From an optimization exercise on the open Yosys and OpenROAD flow, aimed at a short achievable clock period and few clock cycles; shortcuts taken in it are not production practice. In this exercise RTL edits were held to simulation tests only and were not proved equivalent to the original. Power and IR drop assume default switching activity.

==> inputs of v25 <==
// riscv_cpu
module riscv_cpu(
	input  rst,
	input  clk,
	output reg [31:0] PC,
	output reg Inst_Req_Valid,
	input Inst_Req_Ack,
	input  [31:0] Instruction,
	input Inst_Valid,
	output reg Inst_Ack,
	output reg [31:0] Address,
	output reg MemWrite,
	output reg [31:0] Write_data,
	output reg [3:0] Write_strb,
	output reg MemRead,
	input Mem_Req_Ack,
	input  [31:0] Read_data,
	input Read_data_Valid,
	output reg Read_data_Ack
);
Settings: LEC_CHECK=0, CAP_MARGIN=20, CELL_PAD_IN_SITES_DETAIL_PLACEMENT=2, CORE_MARGIN=2, CORE_UTILIZATION=25, PLACE_DENSITY=0.38, SETUP_SLACK_MARGIN=4.3, SLEW_MARGIN=20, TNS_END_PERCENT=100; clock period 8.5 ns.
run.sh (not shown) runs the stock make flow with config.mk's settings and CLKGATE_MAP_FILE= SYNTH_SCRIPT=/design/flow/synth_recipe.tcl, a recipe that flattens the netlist after the stock synthesis.
==> inputs of v19, as changes to v25 <==
--- a/flow/design.v
+++ b/flow/design.v
@@ -15,16 +15,16 @@
 	output reg MemRead,
 	input Mem_Req_Ack,
 	input  [31:0] Read_data,
 	input Read_data_Valid,
 	output reg Read_data_Ack
 );
-localparam CB     = 5;               
+localparam CB     = 6;               
 localparam CN     = 1 << CB;
 localparam TB     = 30 - CB;         
-localparam SAHEAD = 20;              
+localparam SAHEAD = 48;              
 reg [31:0] rf [1:31];
 reg        ifly;     
 reg [31:0] ra;       
 reg        sf;       
 reg        pa_v;     
 reg [4:0]  pa_rd;    
CELL_PAD_IN_SITES_DETAIL_PLACEMENT = 1   (was 2)
CORE_UTILIZATION = 30   (was 25)
PLACE_DENSITY = 0.42   (was 0.38)
SETUP_SLACK_MARGIN = 4.4   (was 4.3)
==> inputs of v37, as changes to v25 <==
--- a/flow/design.v
+++ b/flow/design.v
@@ -15,16 +15,16 @@
 	output reg MemRead,
 	input Mem_Req_Ack,
 	input  [31:0] Read_data,
 	input Read_data_Valid,
 	output reg Read_data_Ack
 );
-localparam CB     = 5;               
+localparam CB     = 6;               
 localparam CN     = 1 << CB;
 localparam TB     = 30 - CB;         
-localparam SAHEAD = 20;              
+localparam SAHEAD = 48;              
 reg [31:0] rf [1:31];
 reg        ifly;     
 reg [31:0] ra;       
 reg        sf;       
 reg        pa_v;     
 reg [4:0]  pa_rd;    
CAP_MARGIN = 30   (was 20)
CELL_PAD_IN_SITES_DETAIL_PLACEMENT = 1   (was 2)
CORE_UTILIZATION = 33   (was 25)
PLACE_DENSITY = 0.46   (was 0.38)
SETUP_SLACK_MARGIN = 4.5   (was 4.3)
SLEW_MARGIN = 30   (was 20)
==> comparison table <==
|  | v37 | v25 | v19 |
|---|---|---|---|
| Outcome | timing/DRC/antenna clean | complete, but fails checks | timing/DRC/antenna clean |
| Layout check failures | - | capacitance limit, slew limit | - |
| Critical path depth | 19 | 17 | 9 |
| Worst setup path startpoint | Instruction[8] | Instruction[23] | Read_data_Valid |
| Arrival time worst endpoint | 5210 ps | 5320 ps | 5470 ps |
| Comb pwr | 5.21 mW | 8.64 mW | 4.69 mW |
| Number of antenna violations at the first check in global routing | 115 | 102 | 136 |
| Pwr per Cell Area | 208 nW/um2 | 218 nW/um2 | 209 nW/um2 |
| Final cell count without fillers | 36300 | 30400 | 37400 |
| Number of buffers on the longest clock path | 5 | 4 | 5 |
| Fraction of area in multi-input gates | 30.1% | 34.9% | 30.1% |
| Proportion of total power due to net switching | 23.9% | 28.9% | 24.0% |
| Worst R2R Start | ra[1] | x_a[0] | x_a[2] |
| Slack of the critical path | 4230 ps | 4060 ps | 4120 ps |
| GR Util All Layers | 28.9% | 25.5% | 27.3% |
| Worst R2R Path Depth | 19 | 18 | 13 |
| Number of flip-flops and latches | 7186 | 4499 | 7186 |
| Capturing point of the worst reg2reg path | cnpc[61][23] | x_b2[26] | IP[23] |
| Ratio of cells with drive above 1 in the final layout | 24.4% | 19.6% | 22.9% |
| Yosys reg bits | 7186 | 4499 | 7186 |
| R2R setup slack | 4260 ps | 4160 ps | 4200 ps |
| Synthesized-area fraction occupied by adder cells | 1.49% | 2.20% | 1.49% |
Testbench counts of v25, summed over its fixed seeds: cycles 36,388.
Testbench counts of v19, summed over its fixed seeds: cycles 34,947.
Testbench counts of v37, summed over its fixed seeds: cycles 34,947.

==> afterwards: timing with drivers on the ports <==
In the flow no input, the clock included, has a driving cell. The finished layouts below were timed again as built, in two steps. Step 1 sets driving cells, clkbuf_16 on the clock port and buf_2 on the other inputs (assumed; they add their load-dependent delay and slew). Step 2 moves the port delays by t, midway between the first and last clock arrival at a register: inputs arrive t later, outputs are due t later. That takes back most of the time a late clock gives input paths. a / b / c = no drivers / after step 1 / after step 2; a / b = the first two.
| run | shift t [ns] | setup slack, ns | hold WS [ns] | slew at the worst register clock pin (ns) |
|---|---|---|---|---|
| v25 | 1.225 | 4.061 / 4.130 / 2.905 | 0.423 / 0.423 / 0.423 | 0.07 / 0.07 |
| v19 | 1.329 | 4.117 / 4.077 / 2.748 | 0.372 / 0.372 / 0.372 | 0.07 / 0.07 |
| v37 | 1.264 | 4.233 / 4.217 / 2.954 | 0.371 / 0.371 / 0.371 | 0.08 / 0.08 |
The setup slack of v19, which loses most, moves by -0.040 ns with the drivers and by -1.369 ns with both steps.
